This is an optimization exercise on Yosys and OpenROAD, whose aim is small area and a short achievable clock period, not a production implementation.
Only simulation tests tie the RTL to the original design; equivalence was not proved.
The flow treats the clock pin as an ideal source, which a real chip does not have.

==> flow/design.v, too long to show whole: its modules and the start of the top module <==
// module rotational_cordic: 3474 lines
module rotational_cordic (
  output logic data_out_rot,
  output logic [15:0] xprime,
  output logic [15:0] yprime,
  input logic [15:0] x,
  input logic [15:0] y,
  input logic [15:0] theta,
  input logic clk, reset, start
);
  // ...
==> flow/flow/run.sh <==
#!/bin/bash
set -euo pipefail
export BUFFER_PORTS_ARGS="-buffer_cell sky130_fd_sc_hd__buf_2"
export SETUP_SLACK_MARGIN=9.3
export POST_CTS_TCL="$PWD/flow/recover.tcl"
bash standard.sh finish > standard.log 2>&1
==> flow/flow/recover.tcl <==
# Downsize cells that have timing slack beyond the setup margin (area/power recovery).
log_cmd estimate_parasitics -placement
log_cmd repair_timing -recover_power 100 -setup_margin $::env(SETUP_SLACK_MARGIN)
set result [catch { detailed_placement } msg]
if { $result != 0 } { error "Detailed placement failed after power recovery: $msg" }
check_placement -verbose
==> flow/standard.sh <==
#!/bin/bash
# synth_recipe.tcl (not shown) runs the flow's synth.tcl, then flattens the netlist and writes it again
# the make line also repeats each setting of config.mk as NAME=value (left out here)
make -C /OpenROAD-flow-scripts/flow DESIGN_CONFIG=/design/flow/config.mk WORK_HOME=/design/flow/orfs CLKGATE_MAP_FILE= SYNTH_SCRIPT=/design/flow/synth_recipe.tcl "${@:-finish}"
==> flow/config.mk <==
export PLATFORM = sky130hd
export DESIGN_NAME = rotational_cordic
export DESIGN_NICKNAME = rotational_cordic
export VERILOG_FILES = /design/flow/design.v
export SDC_FILE = /design/flow/constraint.sdc
export NUM_CORES = 4
export LEC_CHECK = 0
export CAP_MARGIN = 20
export CORE_MARGIN = 2
export CORE_UTILIZATION = 75
export CTS_CLUSTER_DIAMETER = 100
export CTS_CLUSTER_SIZE = 30
export SLEW_MARGIN = 20
==> flow/constraint.sdc <==
create_clock -name core_clock -period 13.0 [get_ports {clk}]
set_input_delay 2.6000 -clock core_clock [delete_from_list [all_inputs] [get_ports {clk}]]
set_output_delay 2.6000 -clock core_clock [all_outputs]
set_load 0.01 [all_outputs]
==> out/metrics.yaml, run 1 <==
drt:
  met1Wirelength_um: 35620
  drt_iter0_markers: 1088
  drc: 0
  routed_via_density: 5.381
  dr_wl_met2_um: 39100
floorplan:
  die_w_um: 248.8
  initial_utilization_pct: 76.03
  io_pins: 84
  nWellTaps: 773
global_routing:
  first_global_vias: 29250
  grt_pass1_wl_um: 133900
  grt_max_degree: 42
layout:
  multi_input_area_share_pct: 54.48
  mostFrequentLayoutCell: "dfxtp_1"
  final_cell_mix: "dfxtp_1, inv_1, ha_1"
  antenna_cells: 0
  multi_input_area_sq_um: 25930
synth:
  syn-cell-area_sq_um: 44960
  synth_top_area_share_pct: 36.34
  synthAdderAreaFrac_pct: 23.80
  yosys.area_share.simple_pct: 8.166
  synth_top_flop_cell: "dfxtp_1"
  synth_nets: 5189
  ys_types: 69
timing:
  fmaxAchievable_ghz: 0.2704
  fin_tns_setup_ps: 0
  setup_viol_count_final: 0
hold_path:
  hold_end: "t8[3]"
  whs_path_depth: 0
critical_path:
  rr_endpoint: "y15[16]"
  critical_path_class: "flip-flop to output port"
  worstPathRequired_ps: 10400
cts:
  clk_pin_slew_ps: 110
run_status:
  run_status: "complete, no violations"
==> run 2, diff against run 1 <==
--- a/flow/design.v
+++ b/flow/design.v
@@ -2166,264 +2166,46 @@
 assign n9_v = v8;
 logic s8; assign s8 = ~t8[7];
 logic signed [16:0] hx8, hy8;
 assign hx8 = y8 >>> 8;
 assign hy8 = x8 >>> 8;
 logic [16:0] ax8, ay8;
 assign ax8 = hx8 ^ {17{~s8}};
 assign ay8 = hy8 ^ {17{s8}};
-logic [16:0] ex8_p, ex8_g, ex8;
-logic [17:0] ex8_c;
-assign ex8_p = x8 ^ ax8;
-assign ex8_g = x8 & ax8;
-assign ex8_c[0] = ~s8;
-logic ex8_g0;
-assign ex8_g0 = ex8_g[0] | (ex8_p[0] & ~s8);
-logic ex8_bg1, ex8_bp1;
-assign ex8_bg1 = ex8_g[1] | (ex8_p[1] & ex8_g0);
-assign ex8_bp1 = ex8_p[1] & ex8_p[0];
-logic ex8_bg2, ex8_bp2;
-assign ex8_bg2 = ex8_g[3] | (ex8_p[3] & ex8_g[2]);
-assign ex8_bp2 = ex8_p[3] & ex8_p[2];
-logic ex8_bg3, ex8_bp3;
-assign ex8_bg3 = ex8_g[5] | (ex8_p[5] & ex8_g[4]);
-assign ex8_bp3 = ex8_p[5] & ex8_p[4];
-logic ex8_bg4, ex8_bp4;
-assign ex8_bg4 = ex8_g[7] | (ex8_p[7] & ex8_g[6]);
-assign ex8_bp4 = ex8_p[7] & ex8_p[6];
-logic ex8_bg5, ex8_bp5;
-assign ex8_bg5 = ex8_g[9] | (ex8_p[9] & ex8_g[8]);
-assign ex8_bp5 = ex8_p[9] & ex8_p[8];
-logic ex8_bg6, ex8_bp6;
-assign ex8_bg6 = ex8_g[11] | (ex8_p[11] & ex8_g[10]);
-assign ex8_bp6 = ex8_p[11] & ex8_p[10];
-logic ex8_bg7, ex8_bp7;
-assign ex8_bg7 = ex8_g[13] | (ex8_p[13] & ex8_g[12]);
-assign ex8_bp7 = ex8_p[13] & ex8_p[12];
-logic ex8_bg8, ex8_bp8;
-assign ex8_bg8 = ex8_g[15] | (ex8_p[15] & ex8_g[14]);
-assign ex8_bp8 = ex8_p[15] & ex8_p[14];
-logic ex8_bg9, ex8_bp9;
-assign ex8_bg9 = ex8_g[2] | (ex8_p[2] & ex8_bg1);
-assign ex8_bp9 = ex8_p[2] & ex8_bp1;
-logic ex8_bg10, ex8_bp10;
-assign ex8_bg10 = ex8_bg2 | (ex8_bp2 & ex8_bg1);
-assign ex8_bp10 = ex8_bp2 & ex8_bp1;
-logic ex8_bg11, ex8_bp11;
-assign ex8_bg11 = ex8_g[6] | (ex8_p[6] & ex8_bg3);
-assign ex8_bp11 = ex8_p[6] & ex8_bp3;
-logic ex8_bg12, ex8_bp12;
-assign ex8_bg12 = ex8_bg4 | (ex8_bp4 & ex8_bg3);
-assign ex8_bp12 = ex8_bp4 & ex8_bp3;
-logic ex8_bg13, ex8_bp13;
-assign ex8_bg13 = ex8_g[10] | (ex8_p[10] & ex8_bg5);
-assign ex8_bp13 = ex8_p[10] & ex8_bp5;
-logic ex8_bg14, ex8_bp14;
-assign ex8_bg14 = ex8_bg6 | (ex8_bp6 & ex8_bg5);
-assign ex8_bp14 = ex8_bp6 & ex8_bp5;
-logic ex8_bg15, ex8_bp15;
-assign ex8_bg15 = ex8_g[14] | (ex8_p[14] & ex8_bg7);
-assign ex8_bp15 = ex8_p[14] & ex8_bp7;
-logic ex8_bg16, ex8_bp16;
-assign ex8_bg16 = ex8_bg8 | (ex8_bp8 & ex8_bg7);
-assign ex8_bp16 = ex8_bp8 & ex8_bp7;
-logic ex8_bg17, ex8_bp17;
-assign ex8_bg17 = ex8_g[4] | (ex8_p[4] & ex8_bg10);
-assign ex8_bp17 = ex8_p[4] & ex8_bp10;
-logic ex8_bg18, ex8_bp18;
-assign ex8_bg18 = ex8_bg3 | (ex8_bp3 & ex8_bg10);
-assign ex8_bp18 = ex8_bp3 & ex8_bp10;
-logic ex8_bg19, ex8_bp19;
-assign ex8_bg19 = ex8_bg11 | (ex8_bp11 & ex8_bg10);
-assign ex8_bp19 = ex8_bp11 & ex8_bp10;
-logic ex8_bg20, ex8_bp20;
-assign ex8_bg20 = ex8_bg12 | (ex8_bp12 & ex8_bg10);
-assign ex8_bp20 = ex8_bp12 & ex8_bp10;
-logic ex8_bg21, ex8_bp21;
-assign ex8_bg21 = ex8_g[12] | (ex8_p[12] & ex8_bg14);
-assign ex8_bp21 = ex8_p[12] & ex8_bp14;
-logic ex8_bg22, ex8_bp22;
-assign ex8_bg22 = ex8_bg7 | (ex8_bp7 & ex8_bg14);
-assign ex8_bp22 = ex8_bp7 & ex8_bp14;
-logic ex8_bg23, ex8_bp23;
-assign ex8_bg23 = ex8_bg15 | (ex8_bp15 & ex8_bg14);
-assign ex8_bp23 = ex8_bp15 & ex8_bp14;
-logic ex8_bg24, ex8_bp24;
-assign ex8_bg24 = ex8_bg16 | (ex8_bp16 & ex8_bg14);
-assign ex8_bp24 = ex8_bp16 & ex8_bp14;
-logic ex8_bg25, ex8_bp25;
-assign ex8_bg25 = ex8_g[8] | (ex8_p[8] & ex8_bg20);
-assign ex8_bp25 = ex8_p[8] & ex8_bp20;
-logic ex8_bg26, ex8_bp26;
-assign ex8_bg26 = ex8_bg5 | (ex8_bp5 & ex8_bg20);
-assign ex8_bp26 = ex8_bp5 & ex8_bp20;
-logic ex8_bg27, ex8_bp27;
-assign ex8_bg27 = ex8_bg13 | (ex8_bp13 & ex8_bg20);
-assign ex8_bp27 = ex8_bp13 & ex8_bp20;
-logic ex8_bg28, ex8_bp28;
-assign ex8_bg28 = ex8_bg14 | (ex8_bp14 & ex8_bg20);
-assign ex8_bp28 = ex8_bp14 & ex8_bp20;
-logic ex8_bg29, ex8_bp29;
-assign ex8_bg29 = ex8_bg21 | (ex8_bp21 & ex8_bg20);
-assign ex8_bp29 = ex8_bp21 & ex8_bp20;
-logic ex8_bg30, ex8_bp30;
-assign ex8_bg30 = ex8_bg22 | (ex8_bp22 & ex8_bg20);
-assign ex8_bp30 = ex8_bp22 & ex8_bp20;
-logic ex8_bg31, ex8_bp31;
-assign ex8_bg31 = ex8_bg23 | (ex8_bp23 & ex8_bg20);
-assign ex8_bp31 = ex8_bp23 & ex8_bp20;
-logic ex8_bg32, ex8_bp32;
-assign ex8_bg32 = ex8_bg24 | (ex8_bp24 & ex8_bg20);
-assign ex8_bp32 = ex8_bp24 & ex8_bp20;
-logic ex8_bg33, ex8_bp33;
-assign ex8_bg33 = ex8_g[16] | (ex8_p[16] & ex8_bg32);
-assign ex8_bp33 = ex8_p[16] & ex8_bp32;
-assign ex8_c[1] = ex8_g0;
-assign ex8_c[2] = ex8_bg1;
-assign ex8_c[3] = ex8_bg9;
-assign ex8_c[4] = ex8_bg10;
-assign ex8_c[5] = ex8_bg17;
-assign ex8_c[6] = ex8_bg18;
-assign ex8_c[7] = ex8_bg19;
-assign ex8_c[8] = ex8_bg20;
-assign ex8_c[9] = ex8_bg25;
-assign ex8_c[10] = ex8_bg26;
-assign ex8_c[11] = ex8_bg27;
-assign ex8_c[12] = ex8_bg28;
-assign ex8_c[13] = ex8_bg29;
-assign ex8_c[14] = ex8_bg30;
-assign ex8_c[15] = ex8_bg31;
-assign ex8_c[16] = ex8_bg32;
-assign ex8_c[17] = ex8_bg33;
-assign ex8 = ex8_p ^ ex8_c[16:0];
-logic [16:0] ey8_p, ey8_g, ey8;
-logic [17:0] ey8_c;
-assign ey8_p = y8 ^ ay8;
-assign ey8_g = y8 & ay8;
-assign ey8_c[0] = s8;
-logic ey8_g0;
-assign ey8_g0 = ey8_g[0] | (ey8_p[0] & s8);
-logic ey8_bg1, ey8_bp1;
-assign ey8_bg1 = ey8_g[1] | (ey8_p[1] & ey8_g0);
-assign ey8_bp1 = ey8_p[1] & ey8_p[0];
-logic ey8_bg2, ey8_bp2;
-assign ey8_bg2 = ey8_g[3] | (ey8_p[3] & ey8_g[2]);
-assign ey8_bp2 = ey8_p[3] & ey8_p[2];
-logic ey8_bg3, ey8_bp3;
-assign ey8_bg3 = ey8_g[5] | (ey8_p[5] & ey8_g[4]);
-assign ey8_bp3 = ey8_p[5] & ey8_p[4];
-logic ey8_bg4, ey8_bp4;
-assign ey8_bg4 = ey8_g[7] | (ey8_p[7] & ey8_g[6]);
-assign ey8_bp4 = ey8_p[7] & ey8_p[6];
-logic ey8_bg5, ey8_bp5;
-assign ey8_bg5 = ey8_g[9] | (ey8_p[9] & ey8_g[8]);
-assign ey8_bp5 = ey8_p[9] & ey8_p[8];
-logic ey8_bg6, ey8_bp6;
-assign ey8_bg6 = ey8_g[11] | (ey8_p[11] & ey8_g[10]);
-assign ey8_bp6 = ey8_p[11] & ey8_p[10];
-logic ey8_bg7, ey8_bp7;
-assign ey8_bg7 = ey8_g[13] | (ey8_p[13] & ey8_g[12]);
-assign ey8_bp7 = ey8_p[13] & ey8_p[12];
-logic ey8_bg8, ey8_bp8;
-assign ey8_bg8 = ey8_g[15] | (ey8_p[15] & ey8_g[14]);
-assign ey8_bp8 = ey8_p[15] & ey8_p[14];
-logic ey8_bg9, ey8_bp9;
-assign ey8_bg9 = ey8_g[2] | (ey8_p[2] & ey8_bg1);
-assign ey8_bp9 = ey8_p[2] & ey8_bp1;
-logic ey8_bg10, ey8_bp10;
-assign ey8_bg10 = ey8_bg2 | (ey8_bp2 & ey8_bg1);
-assign ey8_bp10 = ey8_bp2 & ey8_bp1;
-logic ey8_bg11, ey8_bp11;
-assign ey8_bg11 = ey8_g[6] | (ey8_p[6] & ey8_bg3);
-assign ey8_bp11 = ey8_p[6] & ey8_bp3;
-logic ey8_bg12, ey8_bp12;
-assign ey8_bg12 = ey8_bg4 | (ey8_bp4 & ey8_bg3);
-assign ey8_bp12 = ey8_bp4 & ey8_bp3;
-logic ey8_bg13, ey8_bp13;
-assign ey8_bg13 = ey8_g[10] | (ey8_p[10] & ey8_bg5);
-assign ey8_bp13 = ey8_p[10] & ey8_bp5;
-logic ey8_bg14, ey8_bp14;
-assign ey8_bg14 = ey8_bg6 | (ey8_bp6 & ey8_bg5);
-assign ey8_bp14 = ey8_bp6 & ey8_bp5;
-logic ey8_bg15, ey8_bp15;
-assign ey8_bg15 = ey8_g[14] | (ey8_p[14] & ey8_bg7);
-assign ey8_bp15 = ey8_p[14] & ey8_bp7;
-logic ey8_bg16, ey8_bp16;
-assign ey8_bg16 = ey8_bg8 | (ey8_bp8 & ey8_bg7);
-assign ey8_bp16 = ey8_bp8 & ey8_bp7;
-logic ey8_bg17, ey8_bp17;
-assign ey8_bg17 = ey8_g[4] | (ey8_p[4] & ey8_bg10);
-assign ey8_bp17 = ey8_p[4] & ey8_bp10;
-logic ey8_bg18, ey8_bp18;
-assign ey8_bg18 = ey8_bg3 | (ey8_bp3 & ey8_bg10);
-assign ey8_bp18 = ey8_bp3 & ey8_bp10;
-logic ey8_bg19, ey8_bp19;
-assign ey8_bg19 = ey8_bg11 | (ey8_bp11 & ey8_bg10);
-assign ey8_bp19 = ey8_bp11 & ey8_bp10;
-logic ey8_bg20, ey8_bp20;
-assign ey8_bg20 = ey8_bg12 | (ey8_bp12 & ey8_bg10);
-assign ey8_bp20 = ey8_bp12 & ey8_bp10;
-logic ey8_bg21, ey8_bp21;
-assign ey8_bg21 = ey8_g[12] | (ey8_p[12] & ey8_bg14);
-assign ey8_bp21 = ey8_p[12] & ey8_bp14;
-logic ey8_bg22, ey8_bp22;
-assign ey8_bg22 = ey8_bg7 | (ey8_bp7 & ey8_bg14);
-assign ey8_bp22 = ey8_bp7 & ey8_bp14;
-logic ey8_bg23, ey8_bp23;
-assign ey8_bg23 = ey8_bg15 | (ey8_bp15 & ey8_bg14);
-assign ey8_bp23 = ey8_bp15 & ey8_bp14;
-logic ey8_bg24, ey8_bp24;
-assign ey8_bg24 = ey8_bg16 | (ey8_bp16 & ey8_bg14);
-assign ey8_bp24 = ey8_bp16 & ey8_bp14;
-logic ey8_bg25, ey8_bp25;
-assign ey8_bg25 = ey8_g[8] | (ey8_p[8] & ey8_bg20);
-assign ey8_bp25 = ey8_p[8] & ey8_bp20;
-logic ey8_bg26, ey8_bp26;
-assign ey8_bg26 = ey8_bg5 | (ey8_bp5 & ey8_bg20);
-assign ey8_bp26 = ey8_bp5 & ey8_bp20;
-logic ey8_bg27, ey8_bp27;
-assign ey8_bg27 = ey8_bg13 | (ey8_bp13 & ey8_bg20);
-assign ey8_bp27 = ey8_bp13 & ey8_bp20;
-logic ey8_bg28, ey8_bp28;
-assign ey8_bg28 = ey8_bg14 | (ey8_bp14 & ey8_bg20);
-assign ey8_bp28 = ey8_bp14 & ey8_bp20;
-logic ey8_bg29, ey8_bp29;
-assign ey8_bg29 = ey8_bg21 | (ey8_bp21 & ey8_bg20);
-assign ey8_bp29 = ey8_bp21 & ey8_bp20;
-logic ey8_bg30, ey8_bp30;
-assign ey8_bg30 = ey8_bg22 | (ey8_bp22 & ey8_bg20);
-assign ey8_bp30 = ey8_bp22 & ey8_bp20;
-logic ey8_bg31, ey8_bp31;
-assign ey8_bg31 = ey8_bg23 | (ey8_bp23 & ey8_bg20);
-assign ey8_bp31 = ey8_bp23 & ey8_bp20;
-logic ey8_bg32, ey8_bp32;
-assign ey8_bg32 = ey8_bg24 | (ey8_bp24 & ey8_bg20);
-assign ey8_bp32 = ey8_bp24 & ey8_bp20;
-logic ey8_bg33, ey8_bp33;
-assign ey8_bg33 = ey8_g[16] | (ey8_p[16] & ey8_bg32);
-assign ey8_bp33 = ey8_p[16] & ey8_bp32;
-assign ey8_c[1] = ey8_g0;
-assign ey8_c[2] = ey8_bg1;
-assign ey8_c[3] = ey8_bg9;
-assign ey8_c[4] = ey8_bg10;
-assign ey8_c[5] = ey8_bg17;
-assign ey8_c[6] = ey8_bg18;
-assign ey8_c[7] = ey8_bg19;
-assign ey8_c[8] = ey8_bg20;
-assign ey8_c[9] = ey8_bg25;
-assign ey8_c[10] = ey8_bg26;
-assign ey8_c[11] = ey8_bg27;
-assign ey8_c[12] = ey8_bg28;
-assign ey8_c[13] = ey8_bg29;
-assign ey8_c[14] = ey8_bg30;
-assign ey8_c[15] = ey8_bg31;
-assign ey8_c[16] = ey8_bg32;
-assign ey8_c[17] = ey8_bg33;
-assign ey8 = ey8_p ^ ey8_c[16:0];
+logic [16:0] ex8;
+logic [9:0] ex8_lo;
+assign ex8_lo = {1'b0, x8[8:0]} + {1'b0, ax8[8:0]} + {9'd0, ~s8};
+logic ex8_inc, ex8_dec;
+assign ex8_inc = ex8_lo[9] & ~ax8[16];
+assign ex8_dec = ~ex8_lo[9] & ax8[16];
+assign ex8[8:0] = ex8_lo[8:0];
+assign ex8[9] = x8[9] ^ (ex8_inc | ex8_dec);
+assign ex8[10] = x8[10] ^ ((ex8_inc & (&x8[9:9])) | (ex8_dec & ~(|x8[9:9])));
+assign ex8[11] = x8[11] ^ ((ex8_inc & (&x8[10:9])) | (ex8_dec & ~(|x8[10:9])));
+assign ex8[12] = x8[12] ^ ((ex8_inc & (&x8[11:9])) | (ex8_dec & ~(|x8[11:9])));
+assign ex8[13] = x8[13] ^ ((ex8_inc & (&x8[12:9])) | (ex8_dec & ~(|x8[12:9])));
+assign ex8[14] = x8[14] ^ ((ex8_inc & (&x8[13:9])) | (ex8_dec & ~(|x8[13:9])));
+assign ex8[15] = x8[15] ^ ((ex8_inc & (&x8[14:9])) | (ex8_dec & ~(|x8[14:9])));
+assign ex8[16] = x8[16] ^ ((ex8_inc & (&x8[15:9])) | (ex8_dec & ~(|x8[15:9])));
+logic [16:0] ey8;
+logic [9:0] ey8_lo;
+assign ey8_lo = {1'b0, y8[8:0]} + {1'b0, ay8[8:0]} + {9'd0, s8};
+logic ey8_inc, ey8_dec;
+assign ey8_inc = ey8_lo[9] & ~ay8[16];
+assign ey8_dec = ~ey8_lo[9] & ay8[16];
+assign ey8[8:0] = ey8_lo[8:0];
+assign ey8[9] = y8[9] ^ (ey8_inc | ey8_dec);
+assign ey8[10] = y8[10] ^ ((ey8_inc & (&y8[9:9])) | (ey8_dec & ~(|y8[9:9])));
+assign ey8[11] = y8[11] ^ ((ey8_inc & (&y8[10:9])) | (ey8_dec & ~(|y8[10:9])));
+assign ey8[12] = y8[12] ^ ((ey8_inc & (&y8[11:9])) | (ey8_dec & ~(|y8[11:9])));
+assign ey8[13] = y8[13] ^ ((ey8_inc & (&y8[12:9])) | (ey8_dec & ~(|y8[12:9])));
+assign ey8[14] = y8[14] ^ ((ey8_inc & (&y8[13:9])) | (ey8_dec & ~(|y8[13:9])));
+assign ey8[15] = y8[15] ^ ((ey8_inc & (&y8[14:9])) | (ey8_dec & ~(|y8[14:9])));
+assign ey8[16] = y8[16] ^ ((ey8_inc & (&y8[15:9])) | (ey8_dec & ~(|y8[15:9])));
 assign n9_x = ex8; assign n9_y = ey8;
 assign n9_t = t8[6:0];
 assign n10_v = v9;
 logic s9; assign s9 = ~t9[6];
 logic signed [16:0] hx9, hy9;
 assign hx9 = y9 >>> 9;
 assign hy9 = x9 >>> 9;
 logic [16:0] ax9, ay9;
==> flow/flow/run.sh (replaced) <==
#!/bin/bash
set -euo pipefail
export BUFFER_PORTS_ARGS="-buffer_cell sky130_fd_sc_hd__buf_2"
export SETUP_SLACK_MARGIN=9.4
bash standard.sh finish > standard.log 2>&1
removed: flow/flow/recover.tcl
==> out/metrics.yaml, run 2 <==
global_routing:
  grt-ovfl-total: 0  # unchanged
  first_global_vias: 30050  # was 29250
  grt_max_degree: 42  # unchanged
  antenna_found_initial: 0  # unchanged
  grt.total_usage_pct: 26.55  # was 25.73%
  grt_pass1_wl_um: 138500  # was 133900 um
synth:
  synthCells: 4527  # was 4412
  synth-seq-cells: 835  # unchanged
  synth_top_flop_cell: "dfxtp_1"  # unchanged
  synth.avg_cell_area_sq_um: 10.04  # was 10.19 sq um
  synth-seq-area-share_pct: 36.98  # was 37.39%
  synth.area.top_cells: "dfxtp_1, ha_1, fa_1"  # unchanged
  synth_top_area_cell: "dfxtp_1"  # unchanged
  synth_nets: 5290  # was 5189
  synthTopCellsByCount: "dfxtp_1, inv_1, ha_1, xnor2_1, xor2_1"  # unchanged
  yosysWarnings: 1  # unchanged
  syn-cell-area_sq_um: 45460  # was 44960 sq um
  async_flop_share_pct: 2.275  # unchanged
  synth_top_area_share_pct: 35.93  # was 36.34%
  ys_types: 66  # was 69
  synth_enable_flop_cells: 0  # unchanged
  synth_most_common_cell: "dfxtp_1"  # unchanged
layout:
  final_cell_mix: "dfxtp_1, inv_1, ha_1"  # unchanged
  mostFrequentLayoutCell: "dfxtp_1"  # unchanged
  postLayoutCellArea_sq_um: 48200  # was 47600 sq um
  area_growth_pct: 6.008  # was 5.878%
  n_fill_cell: 3945  # was 3828
  antenna_cells: 0  # unchanged
  drive_gt1_share_pct: 5.295  # was 4.961%
  fin_nets: 5373  # was 5277
  fin_util_pct: 80.15  # was 80.50%
drt:
  avgRoutedWirePerCell_um: 15.11  # was 14.78 um
  dr.pass1.iters: 5  # unchanged
  drt_iter0_markers: 1342  # was 1088
  drc: 0  # unchanged
  num_vias: 29710  # was 28460
  drt_wl_total_um: 81710  # was 78170 um
  ant_nets: 0  # unchanged
  routed_via_density: 5.492  # was 5.381
timing:
  setup_viol_count_final: 0  # unchanged
  tightest_slew_ps: 824.8  # was 800.8 ps
  fmaxAchievable_ghz: 0.2712  # was 0.2704 GHz
  fin_tns_setup_ps: 0  # unchanged
  rsz0062_at_grt: "yes"  # unchanged
  final_hold_viol_count: 0  # unchanged
  fin_crit_sh_pct: 28.36  # was 28.45%
  post-route-worst-setup-slack_ps: 9313  # was 9302 ps
  slew_viol_final: 0  # unchanged
  fin_skew_ps: 29.15  # was 16.88 ps
  slew_headroom_pct: 44.44  # was 46.23%
  period_needed_ps: 3687  # was 3698 ps
run:
  maxCapViolations: 0  # unchanged
cts:
  cts_tree: "yes"  # unchanged
  clockRootBuffer: "clkbuf_16"
  cts_buffer_depth: 3
  clk_pin_slew_ps: 100  # was 110 ps
  cts_sinks: 835  # unchanged
  htree_levels: 2
  clk_latency_ps: 600  # about the same
  numCtsBuffers: 36
critical_path:
  cp_top_family: "flip-flops"  # unchanged
  critical_path_class: "flip-flop to output port"  # unchanged
  cp_slowest_cell: "dfrtp_1"  # unchanged
  worstSetupPathDepth: 1  # unchanged
  worstPathRequired_ps: 10400  # about the same
  cp-end-kind: "output port"  # unchanged
  path_cells: "buf_2"  # was clkbuf_2
  crit_buf_inv: 1  # unchanged
  startpoint_type: "flip-flop"  # unchanged
  crit_arrival_ps: 1090  # was 1100 ps
  ff2ff_path_depth: 17  # was 14
  critPathMaxStageDelay_ps: 370  # was 380 ps
  critPathMaxFanout: 1  # unchanged
floorplan:
  die_h_um: 250.2  # was 248.8 um
  die_area_sq_um: 62610  # was 61920 sq um
  num_rows: 90  # was 89
  initial_utilization_pct: 75.61  # was 76.03%
  io_pins: 84  # unchanged
  die_w_um: 250.2  # was 248.8 um
  design.core.area_sq_um: 60130  # was 59130 sq um
placement:
  dp_hpwl_um: 64790  # was 61720 um
  finalWeightedCongestion: 0.8889  # was 0.8965
  place_ws_ps: 9092  # was 8932 ps
  postPlaceCellArea_sq_um: 46660  # was 46170 sq um
  io_buffers: 83  # unchanged
hold_path:
  whs_path_depth: 0  # unchanged
  hold_path.class: "flip-flop to flip-flop"  # unchanged
run_status:
  run_status: "complete, no violations"  # unchanged
-- run 2: changes by cell type in the layout (fill, tap and decap cells not counted), moves of 16 or more --
cell | before | now
a211oi_1 | 12 | 30
a21boi_0 | 6 | 25
a21o_1 | 74 | 55
a21oi_1 | 213 | 197
and2_1 | 4 | 22
buf_2 | 53 | 76
clkbuf_2 | 25 | 0
inv_1 | 555 | 582
nand2_1 | 124 | 155
nand2b_1 | 92 | 61
nor3_1 | 78 | 100
o21bai_1 | 33 | 50
-- run 2: metal layers --
layer | routed length [um] | vias to the layer above | track usage, % | part of all wire (%)
met5 | 0 | - | 0 | 0
met4 | 1911 | 0 | 6.946 | 2.3
met3 | 2615 | 133 | 2.681 | 3.2
met2 | 40090 | 417 | 47.44 | 49
met1 | 37090 | 14060 | 34.42 | 45
li1 | - | 15100 | - | -
-- run 2: final timing paths --
path | start | endpoint | slack [ps]
worst min register to register | t5[3] | t6[3] | 330
min in group asynchronous | reset | v7 | 2090
worst min-delay path | t5[3] | t6[3] | 330
worst max register to register | t9[6] | x10[16] | 9550
worst max-delay path | v18 | data_out_rot | 9310
max in group asynchronous | reset | v14 | 10480
-- run 2: kinds of logic (layout without fill, tap and decap cells) --
| kind of cell | count (synthesis) | after routing | share of synthesized area [%] |
|---|---|---|---|
| buffers and inverters | 645 | 745 | 5.331 |
| multiplexers | 35 | 35 | 0.7843 |
| AND/OR/NAND/NOR | 819 | 819 | 9.029 |
| AO/OA/AOI/OAI | 719 | 719 | 10.15 |
| XOR/XNOR | 762 | 762 | 14.68 |
| flip-flops | 835 | 835 | 36.98 |
| adder cells (fa/ha/maj) | 712 | 712 | 23.05 |
-- run 2: cell type report --
class | count | area [sq um] | share of cell area (%)
inverters | 584 | 2200 | 4.564
repair buffers | 106 | 643.1 | 1.334
well taps | 782 | 978.4 | 2.030
clock buffers | 42 | 944.7 | 1.960
flip-flops and latches | 835 | 16880 | 35.02
multi-input cells | 3047 | 26360 | 54.69
clock inverters | 13 | 192.7 | 0.3998
-- run 2: per-stage QoR --
step,cells,hold WS [ps]
after detailed placement,5334,312.1
after floorplan,4527,309.6
after global placement,5334,309.5
after global routing,5409,335.9
after CTS,5389,333.4
final,5409,329.7
-- run 2: timing repair --
item | 4_1_cts | 5_1_grt
gates cloned | 0 | 0
hold endpoints to repair | 0 | 0
buffers inserted | 0 | 20
pin swaps | 0 | 6
resized for setup | 20 | 62
hold buffers | 0 | 0
setup endpoints to repair | 61 | 108
==> run 3, diff against run 2 <==
--- a/flow/config.mk
+++ b/flow/config.mk
@@ -9,5 +9,5 @@
 export CORE_MARGIN = 2
-export CORE_UTILIZATION = 75
-export CTS_CLUSTER_DIAMETER = 100
-export CTS_CLUSTER_SIZE = 30
+export CORE_UTILIZATION = 65
+export CTS_CLUSTER_DIAMETER = 60
+export CTS_CLUSTER_SIZE = 25
 export SLEW_MARGIN = 20
==> out/metrics.yaml, run 3 <==
run_status:
  run_status: "complete, no violations"  # unchanged
hold_path:
  min_from: "t9[4]"  # was t5[3]
  hold_path.class: "flip-flop to flip-flop"  # unchanged
floorplan:
  die_area_sq_um: 72080  # was 62610 sq um
  die_w_um: 268.5  # was 250.2 um
  io_pins: 84  # unchanged
  die_h_um: 268.5  # was 250.2 um
  num_rows: 96  # was 90
  initial_utilization_pct: 65.94  # was 75.61%
  design.core.area_sq_um: 68950  # was 60130 sq um
drt:
  drt_iter0_markers: 1142  # was 1342
  drt_wl_total_um: 81010  # was 81710 um
  dr_wl_met2_um: 38590  # was 40090 um
  ant_nets: 0  # unchanged
  dr.max_layer_used: "met4"  # unchanged
  avgRoutedWirePerCell_um: 14.45  # was 15.11 um
  met3_length_um: 2290  # was 2615 um
  routed_via_density: 5.225  # was 5.492
  drc: 0  # unchanged
  met1Wirelength_um: 38450  # was 37090 um
  dr.pass1.iters: 6  # was 5
  num_vias: 29300  # was 29710
timing:
  setup_viol_count_final: 0  # unchanged
  final_hold_viol_count: 0  # unchanged
  post-route-worst-setup-slack_ps: 9262  # was 9313 ps
  tightest_slew_ps: 729.3  # was 824.8 ps
  rsz0062_at_grt: "yes"  # unchanged
  slew_viol_final: 0  # unchanged
  period_needed_ps: 3738  # was 3687 ps
  fmaxAchievable_ghz: 0.2675  # was 0.2712 GHz
  slew_headroom_pct: 50.76  # was 44.44%
  fin_tns_setup_ps: 0  # unchanged
  fin_crit_sh_pct: 28.76  # was 28.36%
  fin_skew_ps: 24.05  # was 29.15 ps
placement:
  finalWeightedCongestion: 0.8650  # was 0.8889
  postPlaceCellArea_sq_um: 46880  # was 46660 sq um
  dp.cells: 5488  # was 5334
  dp_hpwl_um: 63780  # was 64790 um
  place_ws_ps: 9283  # was 9092 ps
  io_buffers: 83  # unchanged
cts:
  hold_buffers: 0  # unchanged
  clockRootBuffer: "clkbuf_16"  # unchanged
  numCtsBuffers: 59  # was 36
  cts_sinks: 835  # unchanged
  clk_pin_slew_ps: 90  # was 100 ps
  cts_buffer_depth: 3  # unchanged
  clk_latency_ps: 650  # was 600 ps
  htree_levels: 2  # unchanged
  cts_tree: "yes"  # unchanged
critical_path:
  worstPathRequired_ps: 10400  # about the same
  path_cells: "buf_2"  # unchanged
  crit_arrival_ps: 1140  # was 1090 ps
  critical_path_class: "flip-flop to output port"  # unchanged
  cp_slowest_cell: "dfrtp_1"  # unchanged
  cp_top_family: "flip-flops"  # unchanged
  reg2reg_from: "t14[1]"  # was t9[6]
  critPathMaxStageDelay_ps: 360  # was 370 ps
  crit_start: "v18"  # unchanged
  cp-end-kind: "output port"  # unchanged
  critPathMaxFanout: 1  # unchanged
  crit_buf_inv: 1  # unchanged
  startpoint_type: "flip-flop"  # unchanged
synth:
  synth.avg_cell_area_sq_um: 10.04  # unchanged
  syn-cell-area_sq_um: 45460  # unchanged
  synth_top_area_share_pct: 35.93  # unchanged
  synth-seq-cells: 835  # unchanged
  yosysWarnings: 1  # unchanged
  ys_types: 66  # unchanged
  synthCells: 4527  # unchanged
  async_flop_share_pct: 2.275  # unchanged
  synth_most_common_cell: "dfxtp_1"  # unchanged
  synthTopCellsByCount: "dfxtp_1, inv_1, ha_1, xnor2_1, xor2_1"  # unchanged
  synth_top_flop_cell: "dfxtp_1"  # unchanged
  synth.area.top_cells: "dfxtp_1, ha_1, fa_1"  # unchanged
  synth_enable_flop_cells: 0  # unchanged
  synth_nets: 5290  # unchanged
  synth-seq-area-share_pct: 36.98  # unchanged
  synth_top_area_cell: "dfxtp_1"  # unchanged
layout:
  final_cell_mix: "dfxtp_1, inv_1, ha_1"  # unchanged
  mostFrequentLayoutCell: "dfxtp_1"  # unchanged
  fin_nets: 5392  # was 5373
  antenna_cells: 0  # unchanged
  drive_gt1_share_pct: 6.115  # was 5.295%
  register_area_sq_um: 16860  # was 16880 sq um
  area_growth_pct: 8.449  # was 6.008%
  postLayoutCellArea_sq_um: 49310  # was 48200 sq um
  n_fill_cell: 5412  # was 3945
  fin_cells: 5608  # was 5409
  multi_input_area_sq_um: 26330  # was 26360 sq um
run:
  maxCapViolations: 0  # unchanged
global_routing:
  antenna_found_initial: 1  # was 0
  first_global_vias: 29270  # was 30050
  grt_pass1_wl_um: 137300  # was 138500 um
  grt.total_usage_pct: 23.01  # was 26.55%
  grt_max_degree: 42  # unchanged
  grt-ovfl-total: 0  # unchanged
-- run 3: cell counts after synthesis --
No cell type changed its count.
-- run 3: cells by family after synthesis --
group | count (synthesis) | synth area share [%]
DFF | 835 | 36.98
and+or+nand+nor | 819 | 9.029
xor gates and xnor gates | 762 | 14.68
AOI/OAI and AO/OA | 719 | 10.15
adders and majority gates | 712 | 23.05
buffers and inverters | 645 | 5.331
muxes | 35 | 0.7843
-- run 3: worst paths after layout --
path | end | slack [ps] | depth (start not counted)
worst min register to register | t10[4] | 310 | 0
worst min-delay path | t10[4] | 310 | 0
max in group asynchronous | v0 | 10520 | 2
min in group asynchronous | v15 | 2040 | 2
worst max register to register | y15[16] | 9580 | 13
worst max-delay path | data_out_rot | 9260 | 1
-- run 3: cell type report --
type	count	share of cell area, %
Multi-Input combinational cell	3047	53.41
Clock buffer	67	3.202
Sequential cell	835	34.20
Tap cell	931	2.363
Timing Repair Buffer	102	1.276
Clock inverter	42	1.094
Inverter	584	4.461
-- run 3: stage by stage --
stage	utilization [%]	hold WS (ps)
after floorplan	-	309.6
after global placement	68.00	309.8
after detailed placement	68.00	312.1
after CTS	71.13	324.4
after global routing	71.51	315.6
final	71.51	314.7
-- run 3: routing by layer --
metal	GRT usage, %	up-vias
met5	0	-
met1	30.83	13730
met3	2.584	121
met4	5.330	0
li1	-	15150
met2	40.03	300
-- run 3: repair_timing --
item / 4_1_cts / 5_1_grt
cloned: 0 / 0
pin swaps: 0 / 0
setup buffers: 2 / 9
setup endpoints to repair: 47 / 99
resized for setup: 10 / 58

## static timing again, ports no longer ideal
How much do the figures lean on ideal ports? The routed layouts below were timed once more, with nothing changed but the port constraints.
Step 1 assumes that a clkbuf_16 drives the clock port and a buf_2 every other input.
Step 2 times the ports against the registers' clock, not the clock port: input delays grow and output delays shrink by t, the midpoint of the rising clock arrivals with the driver on.
a / b / c = ideal / step 1 / step 2; a / b = the first two.
| run | t, ns | slack for setup (ns) | hold slack, ns | worst setup path at the end | slew at the worst register clock pin (ns) |
|---|---|---|---|---|---|
| run 1 | 0.657 | 9.302 / 9.240 / 9.366 | 0.330 / 0.330 / 0.330 | register to register | 0.11 / 0.11 |
| run 2 | 0.647 | 9.313 / 9.248 / 9.547 | 0.330 / 0.330 / 0.330 | register to register | 0.11 / 0.11 |
| run 3 | 0.699 | 9.262 / 9.195 / 9.578 | 0.315 / 0.315 / 0.315 | register to register | 0.09 / 0.09 |
After both steps every run listed still meets setup and hold.
